Context: an optimization exercise on an open-source flow, tuned for small area. The choices shown serve that exercise and are no tape-out recipe. No run shown here included a check of the RTL's function; only the layout flow was run. Power and IR drop assume default switching activity.

$ cat flow/flow/run.sh
#!/bin/bash
# Standard layout, with the smallest buffer on the ports.
set -o pipefail
cp standard.sh standard.sh.txt
export BUFFER_PORTS_ARGS="-buffer_cell sky130_fd_sc_hd__buf_1"
bash standard.sh > standard.log 2>&1
$ cat flow/standard.sh
#!/bin/bash
# synth_recipe.tcl (not shown) runs the flow's synth.tcl, then flattens the netlist and writes it again
# the make line also repeats each setting of config.mk as NAME=value (left out here)
make -C /OpenROAD-flow-scripts/flow DESIGN_CONFIG=/design/flow/config.mk WORK_HOME=/design/flow/orfs CLKGATE_MAP_FILE= SYNTH_SCRIPT=/design/flow/synth_recipe.tcl "${@:-finish}"
$ cat flow/config.mk
export PLATFORM = sky130hd
export DESIGN_NAME = NV_soDLA_CACC_calculator_gate
export DESIGN_NICKNAME = NV_soDLA_CACC_calculator_gate
export VERILOG_FILES = /design/flow/design.v
export SDC_FILE = /design/flow/constraint.sdc
export NUM_CORES = 8
export LEC_CHECK = 0
export ABC_AREA = 1
export CAP_MARGIN = 20
export CORE_AREA = 4 4 1396 1396
export DIE_AREA = 0 0 1400 1400
export PLACE_DENSITY = 0.3
export SLEW_MARGIN = 20
$ cat flow/constraint.sdc
create_clock -name core_clock -period 10.0 [get_ports {io_nvdla_core_clk}]
set_input_delay 2.0000 -clock core_clock [delete_from_list [all_inputs] [get_ports {io_nvdla_core_clk}]]
set_output_delay 2.0000 -clock core_clock [all_outputs]
set_load 0.01 [all_outputs]
$ cat flow/design.v
module cacc_lane(
  input         clk,
  input  [21:0] data,
  input  [33:0] op,
  input         mask,
  input         rv,
  input         sel1,    
  input         sel2,    
  input  [4:0]  tq,      
  input  [29:0] smask,   
  input         f0,      
  input         f1,
  input         f2,
  output        ns,      
  output [33:0] res
);
  genvar i;
  wire [33:0] b = op & {34{rv}};
  wire [10:0] sa;
  wire [11:0] ca;
  assign ca[0] = 1'b0;
  generate for (i = 0; i < 11; i = i + 1) begin : g_a
    assign sa[i] = data[i] ^ b[i] ^ ca[i];
    assign ca[i+1] = (data[i] & b[i]) | (ca[i] & (data[i] ^ b[i]));
  end endgenerate
  wire [10:0] sb;
  wire [11:0] cb;
  assign cb[0] = 1'b0;
  generate for (i = 0; i < 11; i = i + 1) begin : g_b
    assign sb[i] = data[11+i] ^ b[11+i] ^ cb[i];
    assign cb[i+1] = (data[11+i] & b[11+i]) | (cb[i] & (data[11+i] ^ b[11+i]));
  end endgenerate
  wire [12:0] u = {b[33], b[33:22]};
  wire [12:0] sc;
  wire [13:0] zc;    
  assign zc[0] = 1'b1;
  generate for (i = 0; i < 13; i = i + 1) begin : g_c
    assign sc[i] = u[i] ^ (data[21] & zc[i]);
    assign zc[i+1] = zc[i] & ~u[i];
  end endgenerate
  reg [10:0] r_sa, r_sb;
  reg        r_ca, r_cb, r_m;
  reg [12:0] r_sc;
  always @(posedge clk) begin
    r_sa <= sa; r_ca <= ca[11];
    r_sb <= sb; r_cb <= cb[11];
    r_sc <= sc; r_m <= mask;
  end
  wire [10:0] mb;
  wire [11:0] cm;
  assign cm[0] = r_ca;
  generate for (i = 0; i < 11; i = i + 1) begin : g_mb
    assign mb[i] = r_sb[i] ^ cm[i];
    assign cm[i+1] = r_sb[i] & cm[i];
  end endgenerate
  wire c22 = r_cb | cm[11];
  wire [12:0] mc;
  wire [13:0] oc;    
  assign oc[0] = 1'b1;
  generate for (i = 0; i < 13; i = i + 1) begin : g_mc
    assign mc[i] = r_sc[i] ^ (c22 & oc[i]);
    assign oc[i+1] = oc[i] & r_sc[i];
  end endgenerate
  wire [34:0] sum = {mc, mb, r_sa};
  wire        ovf = sum[34] ^ sum[33];
  wire [33:0] s = r_m ? (ovf ? {sum[34], {33{~sum[34]}}} : sum[33:0]) : 34'h0;
  wire        sign = s[33];
  wire [34:0] z = $signed({s, 1'b0}) >>> tq;
  wire        guide = z[0];
  wire        sticky = |(s[29:0] & smask);
  wire        point5 = guide & (~sign | sticky);
  wire        ones = &s[31:1];
  assign ns = f0 & ((s[32] ^ sign) | (s[31] ^ sign)) |
              f1 & ((s[32] ^ sign) | (~sign & ones & s[0])) |
              f2 & (~sign & ones & s[32]);
  reg [33:0] r2;
  always @(posedge clk)
    r2 <= {sign, sel1 ? point5 & ~ns : s[32], ns ? {sign, {31{~sign}}} : z[32:1]};
  wire        p5 = sel2 & r2[32];
  wire [31:0] fin;
  wire [32:0] ci;
  assign ci[0] = p5;
  generate for (i = 0; i < 32; i = i + 1) begin : g_inc
    assign fin[i] = r2[i] ^ ci[i];
    assign ci[i+1] = r2[i] & ci[i];
  end endgenerate
  reg [33:0] r3;
  always @(posedge clk) r3 <= {r2[33:32], fin};
  assign res = r3;
endmodule
module NV_soDLA_CACC_calculator_gate(
  input           io_nvdla_core_clk,
  input           io_nvdla_core_rstn,
  input  [1087:0] io_abuf_rd_data,
  output          io_abuf_wr_addr_valid,
  output [5:0]    io_abuf_wr_addr_bits,
  output [1087:0] io_abuf_wr_data,
  output          io_dlv_valid,
  output          io_dlv_mask,
  output [1023:0] io_dlv_data,
  output [1:0]    io_dlv_pd,
  input           io_accu_ctrl_valid,
  input  [12:0]   io_accu_ctrl_pd,
  input           io_accu_ctrl_ram_valid,
  input  [4:0]    io_cfg_truncate,
  input  [21:0]   io_mac_a2accu_data_0,
  input  [21:0]   io_mac_a2accu_data_1,
  input  [21:0]   io_mac_a2accu_data_2,
  input  [21:0]   io_mac_a2accu_data_3,
  input  [21:0]   io_mac_a2accu_data_4,
  input  [21:0]   io_mac_a2accu_data_5,
  input  [21:0]   io_mac_a2accu_data_6,
  input  [21:0]   io_mac_a2accu_data_7,
  input  [21:0]   io_mac_a2accu_data_8,
  input  [21:0]   io_mac_a2accu_data_9,
  input  [21:0]   io_mac_a2accu_data_10,
  input  [21:0]   io_mac_a2accu_data_11,
  input  [21:0]   io_mac_a2accu_data_12,
  input  [21:0]   io_mac_a2accu_data_13,
  input  [21:0]   io_mac_a2accu_data_14,
  input  [21:0]   io_mac_a2accu_data_15,
  input  [15:0]   io_mac_a2accu_mask,
  input           io_mac_a2accu_pvld,
  input  [21:0]   io_mac_b2accu_data_0,
  input  [21:0]   io_mac_b2accu_data_1,
  input  [21:0]   io_mac_b2accu_data_2,
  input  [21:0]   io_mac_b2accu_data_3,
  input  [21:0]   io_mac_b2accu_data_4,
  input  [21:0]   io_mac_b2accu_data_5,
  input  [21:0]   io_mac_b2accu_data_6,
  input  [21:0]   io_mac_b2accu_data_7,
  input  [21:0]   io_mac_b2accu_data_8,
  input  [21:0]   io_mac_b2accu_data_9,
  input  [21:0]   io_mac_b2accu_data_10,
  input  [21:0]   io_mac_b2accu_data_11,
  input  [21:0]   io_mac_b2accu_data_12,
  input  [21:0]   io_mac_b2accu_data_13,
  input  [21:0]   io_mac_b2accu_data_14,
  input  [21:0]   io_mac_b2accu_data_15,
  input  [15:0]   io_mac_b2accu_mask,
  input           io_mac_b2accu_pvld,
  output [31:0]   io_dp2reg_sat_count
);
  wire clk = io_nvdla_core_clk;
  wire rst = ~io_nvdla_core_rstn;
  reg  [5:0] pd_addr;
  reg        pd_stripe, pd_chend, pd_layer;
  always @(posedge clk) begin
    if (rst) begin
      pd_addr <= 6'h0; pd_stripe <= 1'b0; pd_chend <= 1'b0; pd_layer <= 1'b0;
    end else if (io_accu_ctrl_valid) begin
      pd_addr <= io_accu_ctrl_pd[5:0];
      pd_stripe <= io_accu_ctrl_pd[9];
      pd_chend <= io_accu_ctrl_pd[10];
      pd_layer <= io_accu_ctrl_pd[11];
    end
  end
  reg pv1, pv2, calc_valid;
  always @(posedge clk) begin
    pv1 <= io_mac_a2accu_pvld | io_mac_b2accu_pvld;
    pv2 <= pv1;
    calc_valid <= pv2;
  end
  reg wr1, wr2, wr3, dl1, dl2, dl3;
  always @(posedge clk) begin
    if (rst) begin
      wr1 <= 1'b0; wr2 <= 1'b0; wr3 <= 1'b0; dl1 <= 1'b0; dl2 <= 1'b0; dl3 <= 1'b0;
    end else begin
      wr1 <= calc_valid & ~pd_chend; wr2 <= wr1; wr3 <= wr2;
      dl1 <= calc_valid & pd_chend; dl2 <= dl1; dl3 <= dl2;
    end
  end
  reg [5:0] addr1, addr2, addr3;
  reg [1:0] pe1, pe2, pe3;
  always @(posedge clk) begin
    addr1 <= pd_addr; addr2 <= addr1;
    pe1 <= {pd_layer, pd_stripe}; pe2 <= pe1;
    if (rst) begin
      addr3 <= 6'h0; pe3 <= 2'h0;
    end else begin
      if (wr2) addr3 <= addr2;
      if (dl2) pe3 <= pe2;
    end
  end
  assign io_abuf_wr_addr_valid = wr3;
  assign io_abuf_wr_addr_bits = addr3;
  assign io_dlv_valid = dl3;
  assign io_dlv_mask = dl3;
  assign io_dlv_pd = pe3;
  wire [4:0] t = io_cfg_truncate;
  wire [4:0] tq = dl1 ? t : 5'h0;
  wire f0 = dl1 & (t == 5'd0);
  wire f1 = dl1 & (t == 5'd1);
  wire f2 = dl1 & (t == 5'd2);
  wire [29:0] smask;
  genvar j;
  generate
    for (j = 0; j < 30; j = j + 1) begin : g_sm
      assign smask[j] = ({1'b0, t} >= j + 2) && ({1'b0, t} <= j + 16);
    end
  endgenerate
  wire [351:0] adata = {io_mac_a2accu_data_15, io_mac_a2accu_data_14, io_mac_a2accu_data_13, io_mac_a2accu_data_12, io_mac_a2accu_data_11, io_mac_a2accu_data_10, io_mac_a2accu_data_9, io_mac_a2accu_data_8, io_mac_a2accu_data_7, io_mac_a2accu_data_6, io_mac_a2accu_data_5, io_mac_a2accu_data_4, io_mac_a2accu_data_3, io_mac_a2accu_data_2, io_mac_a2accu_data_1, io_mac_a2accu_data_0};
  wire [351:0] bdata = {io_mac_b2accu_data_15, io_mac_b2accu_data_14, io_mac_b2accu_data_13, io_mac_b2accu_data_12, io_mac_b2accu_data_11, io_mac_b2accu_data_10, io_mac_b2accu_data_9, io_mac_b2accu_data_8, io_mac_b2accu_data_7, io_mac_b2accu_data_6, io_mac_b2accu_data_5, io_mac_b2accu_data_4, io_mac_b2accu_data_3, io_mac_b2accu_data_2, io_mac_b2accu_data_1, io_mac_b2accu_data_0};
  wire [703:0] ldata = {bdata, adata};
  wire [31:0]  lmask = {io_mac_b2accu_mask, io_mac_a2accu_mask};
  wire [31:0]  lns;
  genvar k;
  generate
    for (k = 0; k < 32; k = k + 1) begin : g_lane
      wire [33:0] res;
      cacc_lane u (
        .clk(clk), .data(ldata[22*k +: 22]), .op(io_abuf_rd_data[34*k +: 34]),
        .mask(lmask[k]), .rv(io_accu_ctrl_ram_valid), .sel1(dl1), .sel2(dl2), .tq(tq), .smask(smask),
        .f0(f0), .f1(f1), .f2(f2), .ns(lns[k]), .res(res));
      assign io_abuf_wr_data[34*k +: 34] = res;
      assign io_dlv_data[32*k +: 32] = res[31:0];
    end
  endgenerate
  wire [5:0] n1 = $countones(lns);
  reg  [5:0] n2, n3;
  always @(posedge clk) begin
    n2 <= n1;
    n3 <= n2;
  end
  reg end_d1, clr3;
  reg [31:0] sat_count;
  wire end_now = &pe2;
  wire [32:0] sat_inc = {1'b0, sat_count} + {27'h0, n3};
  always @(posedge clk) begin
    if (rst) begin
      end_d1 <= 1'b1; clr3 <= 1'b0; sat_count <= 32'h0;
    end else begin
      if (dl2) end_d1 <= end_now;
      clr3 <= dl2 & ~end_now & end_d1;
      if (dl3 & ((n3 != 6'h0) | clr3))
        sat_count <= clr3 ? {26'h0, n3} : sat_inc[32] ? 32'hffffffff : sat_inc[31:0];
    end
  end
  assign io_dp2reg_sat_count = sat_count;
endmodule
==> results.sh, run 1 <==
export IMPL_totalWireLength_um=2600000
export IMPL_drtIter0Drc=33666
export IMPL_cpPeakStageDelay_ns=0.63
export IMPL_timing_critical_path_depth=47
export IMPL_power_leakage_nw=135
export IMPL_timing_critical_path_max_delay_family="adder cells"
export IMPL_tns_ns=0
export IMPL_io_pins=4003
export IMPL_status="complete, but fails checks"
export IMPL_area_growth_syn_to_layout_pct=25.6
export IMPL_clk_transition_reported_paths_ns=0.06
export IMPL_drtAntennaViolNets=2
export IMPL_drc_errors=0
export IMPL_worst_case_clock_skew_ns=0.148
export IMPL_maxCapViolations=0
export IMPL_grt_max_degree=175
export IMPL_die_y_um=1400
export IMPL_grt_busiest_layer="met1"
export IMPL_slew_violations=0
export IMPL_category_of_the_worst_setup_path_launch_point="flip-flop"
export IMPL_placement_rows=511
export IMPL_critPathMaxFanout=20
export IMPL_cp_arrival_ns=10.56
export IMPL_beginning_of_the_worst_register_to_register_path="g_lane[9].u.r_ca"
export IMPL_r2r_end="n2[5]"
export IMPL_power_total_mw=59.8
export IMPL_synthesis_yosys_warnings=2
export IMPL_report_final_hold_viol_count=0
export IMPL_maxClockFrequency_mhz=106
export IMPL_synth_avg_cell_area_um2=6.85
export IMPL_globalRouteMet1Util_pct=37.3
export IMPL_congestion_overflow_gr=0
export IMPL_min_period_ns=9.46
export IMPL_total_power_per_unit_cell_area_nw_per_um2=210
export IMPL_cts_inserted_buffers=467
export IMPL_critPathMostFrequentCell="sky130_fd_sc_hd__ha_1"
export IMPL_die_area_um2=1960000
export IMPL_crit_path_top_delay_cell="sky130_fd_sc_hd__fa_1"
export IMPL_cts_hold_buffers=0
export IMPL_failed_layout_checks="antenna rules"
export IMPL_grt_pass1_vias=225075
export IMPL_post_drt_via_cell_ratio=4.01
export IMPL_min_period_over_period_pct=94.6
export IMPL_num_nets_final=39609
export IMPL_synth_area_um2=227000
export IMPL_post_route_util_pct=14.8
export IMPL_stdcell_count=62442
export IMPL_synth_seq_cells=3480
export IMPL_synth_fp_nets=37234
export IMPL_setup_viol=0
export IMPL_use_met2_pct=33.8
export IMPL_detailedPlacementHpwl_um=2310000
export IMPL_cts_sinks=3480
export IMPL_design_core_area_um2=1930000
export IMPL_placedCellCount=60723
export IMPL_ys_flop_type="sky130_fd_sc_hd__dfxtp_1"
export IMPL_clk_tree_root_cell="sky130_fd_sc_hd__clkbuf_16"
export IMPL_worstHoldPathType="reg -> reg"
export IMPL_synth_cell_types=65
export IMPL_critical_path_class="reg -> reg"
export IMPL_h_tree_depth=5
export IMPL_clock_tree_buffer_depth=5
export IMPL_route_vias_total=250521
export IMPL_drive_gt1_share_pct=7.65
export IMPL_port_buffers=3998
export IMPL_timing_critical_path_buf_inv=9
export IMPL_wire_per_inst_um=41.6
export IMPL_clkLatencyLatePin_ns=1.30
export IMPL_start_point_of_the_critical_path="g_lane[9].u.r_ca"
export IMPL_r2r_cells=47
export IMPL_fin_hold_ws_ns=0.298
export IMPL_gr_usage_all_layers_pct=25.4
export IMPL_synth_seq_area_share_pct=30.7
export IMPL_synthArstFlopShare_pct=0
export IMPL_max_slew_worst_pin_slew_ns=1.42
export IMPL_slew_headroom_pct=5.50
export IMPL_drt_pass1_iter_count=8
export IMPL_crit_end="n2[5]"
export IMPL_place_gp_congestion=0.997
export IMPL_setup_reg_to_reg_worst_slack_ns=0.54
export IMPL_synth_cells=33172
export IMPL_layout_filler_cells=225098
export IMPL_most_common_cell_after_layout_fill_and_taps_aside="sky130_fd_sc_hd__nand2_1"
export IMPL_peakVddDrop_v=0.000169
export IMPL_grtUsageMet3_pct=9.33
export IMPL_timing_critical_path_to_type="flip-flop"
export IMPL_number_of_antenna_violations_at_the_first_check_in_global_routing=1221
export IMPL_initial_core_util_pct=11.7
export IMPL_layout_common_cells="sky130_fd_sc_hd__nand2_1, sky130_fd_sc_hd__nand3_1, sky130_fd_sc_hd__buf_1, sky130_fd_sc_hd__dfxtp_1, sky130_fd_sc_hd__inv_1"
export IMPL_worst_ep_required_time_ns=11.09
export IMPL_grt_first_pass_wirelength_um=3100000
export IMPL_floorplan_die_width_um=1400
export IMPL_clock_tree_from_tritoncts="yes"
export IMPL_count_of_flip_flops_with_a_built_in_enable_after_synthesis=0
export IMPL_rsz0062_at_grt="no"
==> flip-flops by register name, summed over array words and instances, names as in the netlist, 32 cells and up <==
| signal | flops |
|---|---|
| g_lane.u.r_m | 32 |
| g_lane.u.r3 | 1088 |
| g_lane.u.r_sa | 352 |
| g_lane.u.r_cb | 32 |
| g_lane.u.r_sb | 352 |
| sat_count | 32 |
| g_lane.u.r_ca | 32 |
| g_lane.u.r2 | 1088 |
| g_lane.u.r_sc | 416 |
==> worst min-delay path by stage <==
stage / from / endpoint / slack, ns / cells after the start
after floorplan: addr1[0] / addr2[0] / 0.31 / 0
after global placement: g_lane[20].u.r2[33] / g_lane[20].u.r3[33] / 0.31 / 0
after detailed placement: g_lane[20].u.r2[33] / g_lane[20].u.r3[33] / 0.31 / 0
after CTS: g_lane[27].u.r2[32] / g_lane[27].u.r3[32] / 0.26 / 0
after global routing: g_lane[27].u.r2[32] / g_lane[27].u.r3[32] / 0.27 / 0
final: g_lane[24].u.r2[32] / g_lane[24].u.r3[32] / 0.30 / 0
==> logic make-up (layout without fill, tap and decap cells) <==
group                    Yosys count  in the layout  share of synthesized area [%]
AND/OR/NAND/NOR                20444          20444                           39.5
buffers and inverters           5579           8349                           11.5
flip-flops                      3480           3480                           30.7
adder cells (fa/ha/maj)         2214           2214                           14.4
AO/OA/AOI/OAI                   1169           1169                           2.86
XOR/XNOR                         286            286                           1.11
other                              0            850                              0
==> cell usage after synthesis, types with 82 or more instances <==
cell                           n  area, µm²
sky130_fd_sc_hd__buf_2       368       1840
sky130_fd_sc_hd__inv_1      2581       9690
sky130_fd_sc_hd__o21ai_0     357       1790
sky130_fd_sc_hd__nand3_1    6589      33000
sky130_fd_sc_hd__dfxtp_1    3480      69700
sky130_fd_sc_hd__inv_2        90        338
sky130_fd_sc_hd__or2_2       271       1700
sky130_fd_sc_hd__xnor2_1      82        718
sky130_fd_sc_hd__nand4_1     777       4860
sky130_fd_sc_hd__nand2_1   10151      38100
sky130_fd_sc_hd__buf_4      1088       8170
sky130_fd_sc_hd__xor2_1      203       1780
sky130_fd_sc_hd__ha_1       1549      19400
sky130_fd_sc_hd__fa_1        665      13300
sky130_fd_sc_hd__a21oi_1     484       2420
sky130_fd_sc_hd__nor2_1     2156       8090
sky130_fd_sc_hd__nor3_1       89        445
sky130_fd_sc_hd__buf_1       467       1750
sky130_fd_sc_hd__nor2_2      113        707
sky130_fd_sc_hd__clkbuf_1    871       3270
sky130_fd_sc_hd__o21ai_1     160        801
==> area by class of cell <==
type / count / area, µm² / area share [%]
sequential: 3480 / 69700 / 24.4
clock inverter: 246 / 3040 / 1.07
inverter: 2713 / 10300 / 3.60
timing repair buffer: 4772 / 22900 / 8.04
multi-input combinational: 24113 / 132000 / 46.3
antenna: 850 / 2130 / 0.746
tap: 25650 / 32100 / 11.2
clock buffer: 618 / 13200 / 4.62
==> per-stage QoR <==
stage / setup WS (ns) / cell area (µm²)
global placement: 0.0928 / 267000
finish: 0.535 / 285000
detailed placement: 0.0686 / 267000
floorplan: 0.883 / 227000
global route: 0.0532 / 284000
CTS: 0.165 / 283000
==> layer usage <==
layer / part of all wire, % / up-vias / wire length, µm
met4: 3.4 / 446 / 89100
met5: 0.16 / - / 4080
li1: - / 111734 / -
met3: 10 / 2455 / 268000
met1: 48 / 122539 / 1260000
met2: 38 / 13347 / 984000
==> report_power, final <==
group / internal, mW / leakage [nW] / switching (mW)
logic: 4.72 / 98.2 / 16.7
registers: 16.2 / 29.2 / 3.90
clock network: 10.4 / 7.93 / 7.80
total: 31.4 / 135 / 28.5
==> timing repair <==
action	CTS	global route
buffers inserted	0	3
gates resized for setup	0	47
endpoints found under the setup margin	0	5
==> inputs of run 2 (changes only) <==
--- a/flow/design.v
+++ b/flow/design.v
@@ -4,8 +4,6 @@
   input  [33:0] op,
   input         mask,
   input         rv,
-  input         sel1,    
-  input         sel2,    
   input  [4:0]  tq,      
   input  [29:0] smask,   
   input         f0,      
@@ -14,78 +12,27 @@
   output        ns,      
   output [33:0] res
 );
-  genvar i;
-  wire [33:0] b = op & {34{rv}};
-  wire [10:0] sa;
-  wire [11:0] ca;
-  assign ca[0] = 1'b0;
-  generate for (i = 0; i < 11; i = i + 1) begin : g_a
-    assign sa[i] = data[i] ^ b[i] ^ ca[i];
-    assign ca[i+1] = (data[i] & b[i]) | (ca[i] & (data[i] ^ b[i]));
-  end endgenerate
-  wire [10:0] sb;
-  wire [11:0] cb;
-  assign cb[0] = 1'b0;
-  generate for (i = 0; i < 11; i = i + 1) begin : g_b
-    assign sb[i] = data[11+i] ^ b[11+i] ^ cb[i];
-    assign cb[i+1] = (data[11+i] & b[11+i]) | (cb[i] & (data[11+i] ^ b[11+i]));
-  end endgenerate
-  wire [12:0] u = {b[33], b[33:22]};
-  wire [12:0] sc;
-  wire [13:0] zc;    
-  assign zc[0] = 1'b1;
-  generate for (i = 0; i < 13; i = i + 1) begin : g_c
-    assign sc[i] = u[i] ^ (data[21] & zc[i]);
-    assign zc[i+1] = zc[i] & ~u[i];
-  end endgenerate
-  reg [10:0] r_sa, r_sb;
-  reg        r_ca, r_cb, r_m;
-  reg [12:0] r_sc;
+  wire [34:0] sum = {{13{data[21]}}, data} + {op[33] & rv, op & {34{rv}}};
+  wire        ovf = sum[34] ^ sum[33];
+  wire [33:0] sat = ovf ? {sum[34], {33{~sum[34]}}} : sum[33:0];
+  reg  [33:0] r1;
+  always @(posedge clk) r1 <= mask ? sat : 34'h0;
+  wire        sign = r1[33];
+  wire [34:0] z = $signed({r1, 1'b0}) >>> tq;
+  wire        guide = z[0];
+  wire [31:0] sft = z[32:1];
+  wire        sticky = |(r1[29:0] & smask);
+  wire        point5 = guide & (~sign | sticky);
+  wire        ones = &r1[31:1];
+  assign ns = f0 & ((r1[32] ^ sign) | (r1[31] ^ sign)) |
+              f1 & ((r1[32] ^ sign) | (~sign & ones & r1[0])) |
+              f2 & (~sign & ones & r1[32]);
+  wire [31:0] fin = ns ? {sign, {31{~sign}}} : sft + {31'h0, point5};
+  reg  [33:0] r2, r3;
   always @(posedge clk) begin
-    r_sa <= sa; r_ca <= ca[11];
-    r_sb <= sb; r_cb <= cb[11];
-    r_sc <= sc; r_m <= mask;
+    r2 <= {r1[33:32], fin};
+    r3 <= r2;
   end
-  wire [10:0] mb;
-  wire [11:0] cm;
-  assign cm[0] = r_ca;
-  generate for (i = 0; i < 11; i = i + 1) begin : g_mb
-    assign mb[i] = r_sb[i] ^ cm[i];
-    assign cm[i+1] = r_sb[i] & cm[i];
-  end endgenerate
-  wire c22 = r_cb | cm[11];
-  wire [12:0] mc;
-  wire [13:0] oc;    
-  assign oc[0] = 1'b1;
-  generate for (i = 0; i < 13; i = i + 1) begin : g_mc
-    assign mc[i] = r_sc[i] ^ (c22 & oc[i]);
-    assign oc[i+1] = oc[i] & r_sc[i];
-  end endgenerate
-  wire [34:0] sum = {mc, mb, r_sa};
-  wire        ovf = sum[34] ^ sum[33];
-  wire [33:0] s = r_m ? (ovf ? {sum[34], {33{~sum[34]}}} : sum[33:0]) : 34'h0;
-  wire        sign = s[33];
-  wire [34:0] z = $signed({s, 1'b0}) >>> tq;
-  wire        guide = z[0];
-  wire        sticky = |(s[29:0] & smask);
-  wire        point5 = guide & (~sign | sticky);
-  wire        ones = &s[31:1];
-  assign ns = f0 & ((s[32] ^ sign) | (s[31] ^ sign)) |
-              f1 & ((s[32] ^ sign) | (~sign & ones & s[0])) |
-              f2 & (~sign & ones & s[32]);
-  reg [33:0] r2;
-  always @(posedge clk)
-    r2 <= {sign, sel1 ? point5 & ~ns : s[32], ns ? {sign, {31{~sign}}} : z[32:1]};
-  wire        p5 = sel2 & r2[32];
-  wire [31:0] fin;
-  wire [32:0] ci;
-  assign ci[0] = p5;
-  generate for (i = 0; i < 32; i = i + 1) begin : g_inc
-    assign fin[i] = r2[i] ^ ci[i];
-    assign ci[i+1] = r2[i] & ci[i];
-  end endgenerate
-  reg [33:0] r3;
-  always @(posedge clk) r3 <= {r2[33:32], fin};
   assign res = r3;
 endmodule
 module NV_soDLA_CACC_calculator_gate(
@@ -210,7 +157,7 @@
       wire [33:0] res;
       cacc_lane u (
         .clk(clk), .data(ldata[22*k +: 22]), .op(io_abuf_rd_data[34*k +: 34]),
-        .mask(lmask[k]), .rv(io_accu_ctrl_ram_valid), .sel1(dl1), .sel2(dl2), .tq(tq), .smask(smask),
+        .mask(lmask[k]), .rv(io_accu_ctrl_ram_valid), .tq(tq), .smask(smask),
         .f0(f0), .f1(f1), .f2(f2), .ns(lns[k]), .res(res));
       assign io_abuf_wr_data[34*k +: 34] = res;
       assign io_dlv_data[32*k +: 32] = res[31:0];
==> flow/run.sh (new file) <==
#!/bin/bash
# synth_recipe.tcl (not shown) runs the flow's synth.tcl, then flattens the netlist and writes it again
# the make line also repeats each setting of config.mk as NAME=value (left out here)
make -C /OpenROAD-flow-scripts/flow DESIGN_CONFIG=/design/flow/config.mk WORK_HOME=/design/flow/orfs CLKGATE_MAP_FILE= SYNTH_SCRIPT=/design/flow/synth_recipe.tcl finish
--- a/flow/config.mk
+++ b/flow/config.mk
@@ -5,7 +5,6 @@
 export SDC_FILE = /design/flow/constraint.sdc
 export NUM_CORES = 8
 export LEC_CHECK = 0
-export ABC_AREA = 1
 export CAP_MARGIN = 20
 export CORE_AREA = 4 4 1396 1396
 export DIE_AREA = 0 0 1400 1400
removed: flow/flow/run.sh
removed: flow/standard.sh
==> results.sh, run 2 <==
export IMPL_layout_area_seq_um2=67200
export IMPL_clk_transition_reported_paths_ns=0.10
export IMPL_congestion_overflow_gr=0
export IMPL_design_core_area_um2=1930000
export IMPL_synth_most_common_cell="sky130_fd_sc_hd__dfxtp_1"
export IMPL_tns_ns=0
export IMPL_synth_seq_cells=3352
export IMPL_cp_arrival_ns=9.59
export IMPL_maxCapViolations=1
export IMPL_port_buffers=3998
export IMPL_die_y_um=1400
export IMPL_start_point_of_the_critical_path="io_cfg_truncate[0]"
export IMPL_cts_sinks=3352
export IMPL_grt_first_pass_wirelength_um=3890000
export IMPL_setup_reg_to_reg_worst_slack_ns=1.81
export IMPL_status="complete, but fails checks"
export IMPL_grt_max_degree=133
export IMPL_worstHoldPathType="reg -> reg"
export IMPL_report_final_hold_viol_count=0
export IMPL_timing_final_ws_setup_ns=1.46
export IMPL_layout_cell_area_non_filler_um2=368000
export IMPL_detailedPlacementHpwl_um=2790000
export IMPL_synth_top_cells_by_area="sky130_fd_sc_hd__dfxtp_1, sky130_fd_sc_hd__ha_1, sky130_fd_sc_hd__a21oi_1, sky130_fd_sc_hd__o21ai_0, sky130_fd_sc_hd__mux2i_1"
export IMPL_use_met2_pct=40.6
export IMPL_beginning_of_the_worst_register_to_register_path="g_lane[21].u.r1[13]"
export IMPL_clock_tree_buffer_depth=5
export IMPL_clock_tree_from_tritoncts="yes"
export IMPL_setup_viol=0
export IMPL_cpPeakStageDelay_ns=0.78
export IMPL_max_slew_worst_pin_slew_ns=1.52
export IMPL_worst_ep_required_time_ns=11.05
export IMPL_post_cts_repair_setup_buffers=0
export IMPL_placed_standard_cell_area_um2=348000
export IMPL_drc_errors=0
export IMPL_r2r_cells=25
export IMPL_floorplan_die_width_um=1400
export IMPL_io_pins=4003
export IMPL_synthTopCellsByCount="sky130_fd_sc_hd__dfxtp_1, sky130_fd_sc_hd__a21oi_1, sky130_fd_sc_hd__nand2_1, sky130_fd_sc_hd__o21ai_0, sky130_fd_sc_hd__nor2_1"
export IMPL_clk_tree_root_cell="sky130_fd_sc_hd__clkbuf_16"
export IMPL_power_leakage_nw=141
export IMPL_layout_common_cells="sky130_fd_sc_hd__clkdlybuf4s50_1, sky130_fd_sc_hd__dfxtp_1, sky130_fd_sc_hd__a21oi_1, sky130_fd_sc_hd__buf_4, sky130_fd_sc_hd__nand2_1"
export IMPL_category_of_the_worst_setup_path_launch_point="primary input"
export IMPL_multi_input_comb_area_um2=183000
export IMPL_num_nets_final=40329
export IMPL_most_common_cell_after_layout_fill_and_taps_aside="sky130_fd_sc_hd__clkdlybuf4s50_1"
export IMPL_crit_end="g_lane[27].u.r2[8]"
export IMPL_die_area_um2=1960000
export IMPL_power_total_mw=76.8
export IMPL_slew_violations=3
export IMPL_failed_layout_checks="antenna rules, capacitance limit, slew limit"
export IMPL_critPathMaxFanout=62
export IMPL_post_route_util_pct=19.0
export IMPL_grt_busiest_layer="met1"
export IMPL_clkLatencyLatePin_ns=1.26
export IMPL_initial_core_util_pct=14.0
export IMPL_totalWireLength_um=3250000
export IMPL_h_tree_depth=5
export IMPL_number_of_antenna_violations_at_the_first_check_in_global_routing=1434
export IMPL_critical_path_class="in -> reg"
export IMPL_drtAntennaViolNets=1
export IMPL_drt_pass1_iter_count=10
export IMPL_crit_path_top_delay_cell="sky130_fd_sc_hd__a31oi_1"
export IMPL_rsz0062_at_grt="no"
export IMPL_synth_seq_area_share_pct=24.7
export IMPL_peakVddDrop_v=0.000181
export IMPL_cts_hold_buffers=0
export IMPL_synth_area_um2=271000
export IMPL_synthArstFlopShare_pct=0
export IMPL_ctsResizeCount=0
export IMPL_maxClockFrequency_mhz=117
export IMPL_gr_usage_all_layers_pct=31.4
export IMPL_critPathMostFrequentCell="sky130_fd_sc_hd__buf_4"
export IMPL_grtUsageMet3_pct=13.1
export IMPL_synthesis_yosys_warnings=2
export IMPL_cts_inserted_buffers=451
export IMPL_post_drt_via_cell_ratio=5.00
export IMPL_placement_rows=511
export IMPL_place_gp_congestion=1.03
export IMPL_synth_cell_types=133
export IMPL_area_growth_syn_to_layout_pct=35.8
export IMPL_synth_fp_nets=36834
export IMPL_route_vias_total=325151
export IMPL_timing_critical_path_to_type="flip-flop"
export IMPL_wire_per_inst_um=49.9
export IMPL_grt_pass1_vias=288714
export IMPL_ys_flop_type="sky130_fd_sc_hd__dfxtp_1"
export IMPL_synth_largest_area_cell="sky130_fd_sc_hd__dfxtp_1"
export IMPL_r2r_end="n2[4]"
export IMPL_count_of_flip_flops_with_a_built_in_enable_after_synthesis=0
export IMPL_synth_top_cell_area_share_pct=24.7
export IMPL_biggestRegsByFlops="g_lane.u.r1 x1088, g_lane.u.r2 x1088, g_lane.u.r3 x1088"
export IMPL_drtIter0Drc=51130
export IMPL_slew_headroom_pct=-1.30
export IMPL_synth_cells=33764
export IMPL_min_period_ns=8.54
export IMPL_drive_gt1_share_pct=14.0
export IMPL_layout_filler_cells=216360
export IMPL_min_period_over_period_pct=85.4
export IMPL_critical_path_cell_chain="buf_16 > buf_12 > buf_4 > and2_4 > buf_12 > a22oi_1 > o221ai_1 > o21ai_0 > a21oi_1 > buf_4 > nor2_1 > a31oi_1 > buf_4 > ha_1 > ha_1 > nand2b_1 > buf_4 > or3b_2 > xnor2_1 > buf_4 > a21oi_1"
export IMPL_worst_case_clock_skew_ns=0.159
export IMPL_globalRouteMet1Util_pct=42.6
export IMPL_synth_avg_cell_area_um2=8.03
export IMPL_total_power_per_unit_cell_area_nw_per_um2=209
export IMPL_placement_setup_worst_slack_ns=0.892
## run 2: final cells by class
cell class                 count  share of cell area (%)
antenna                     1798                    1.22
clock buffer                 578                    3.39
clock inverter               245                   0.861
inverter                     670                   0.689
multi-input combinational  26034                    49.7
sequential                  3352                    18.2
tap                        25650                    8.71
timing repair buffer        6750                    17.2
## run 2: worst min-delay path by stage
stage | from | endpoint | cells past startpoint
floorplan | addr1[0] | addr2[0] | 0
global placement | g_lane[22].u.r2[28] | g_lane[22].u.r3[28] | 0
detailed placement | g_lane[10].u.r2[30] | g_lane[10].u.r3[30] | 0
CTS | g_lane[13].u.r2[31] | g_lane[13].u.r3[31] | 0
global route | g_lane[13].u.r2[31] | g_lane[13].u.r3[31] | 0
finish | g_lane[13].u.r2[31] | g_lane[13].u.r3[31] | 0
## run 2: worst max-delay path: cells and delay by family
kind / cells / cell delay [ns]
AOI/OAI and AO/OA: 6 / 2.82
buffers and inverters: 8 / 2.14
and+or+nand+nor: 4 / 1.49
adders and majority gates: 2 / 0.55
xor gates and xnor gates: 1 / 0.26
## run 2: cell families (layout without fill, tap and decap cells)
kind of cell / count (synthesis) / in the layout / synth area share, %
AOI/OAI and AO/OA: 11156 / 11156 / 27.4
and+or+nand+nor: 10280 / 10280 / 19.7
buffers and inverters: 4378 / 8243 / 8.53
DFF: 3352 / 3352 / 24.7
muxes: 1896 / 1896 / 9.07
xor gates and xnor gates: 1479 / 1479 / 4.78
adders and majority gates: 1223 / 1223 / 5.80
other: 0 / 1798 / 0
## run 2: report_power, final
part / internal (mW) / leakage [nW] / switching (mW) / total, mW
clock network: 10.1 / 7.60 / 7.53 / 17.6
logic: 11.5 / 105 / 23.9 / 35.4
registers: 16.3 / 28.1 / 7.52 / 23.8
## run 2: through the flow
stage	instances	hold WS (ns)
after floorplan	33764	0.310
after global placement	62433	0.310
after detailed placement	62446	0.312
after CTS	63269	0.167
after global routing	64619	0.197
final	65077	0.225
## run 2: metal layers
metal	part of all wire (%)	wire, µm
met3	11	373000
met4	6.9	225000
met2	37	1200000
met5	0.099	3220
met1	44	1440000

## static timing again, ports no longer ideal
The flow's constraints put no driver on any port. The routed layouts listed below were extracted and timed again, unchanged, in two steps. Step 1 (the two cells are an assumption about what drives the block):
set clk [get_ports {io_nvdla_core_clk}]
set_driving_cell -lib_cell sky130_fd_sc_hd__clkbuf_16 $clk
set_driving_cell -lib_cell sky130_fd_sc_hd__buf_2 [delete_from_list [all_inputs] $clk]
Step 2 adds t to the input delays and takes it off the output delays; t is the mean of the earliest and latest rising clock arrival at the registers after step 1. Input paths then give back, and output paths get back, about the clock's delay inside the block. a / b / c = ideal ports / drivers / drivers and shift; a / b = the first two.
run | t (ns) | slack for setup (ns) | hold WS [ns]
run 1 | 1.421 | 0.535 / 0.535 / 0.535 | 0.298 / 0.298 / 0.298
run 2 | 1.299 | 1.459 / 1.485 / 0.186 | 0.225 / 0.225 / 0.225
The setup slack of run 2, which loses most, moves by +0.026 ns with the drivers and by -1.273 ns with both steps.
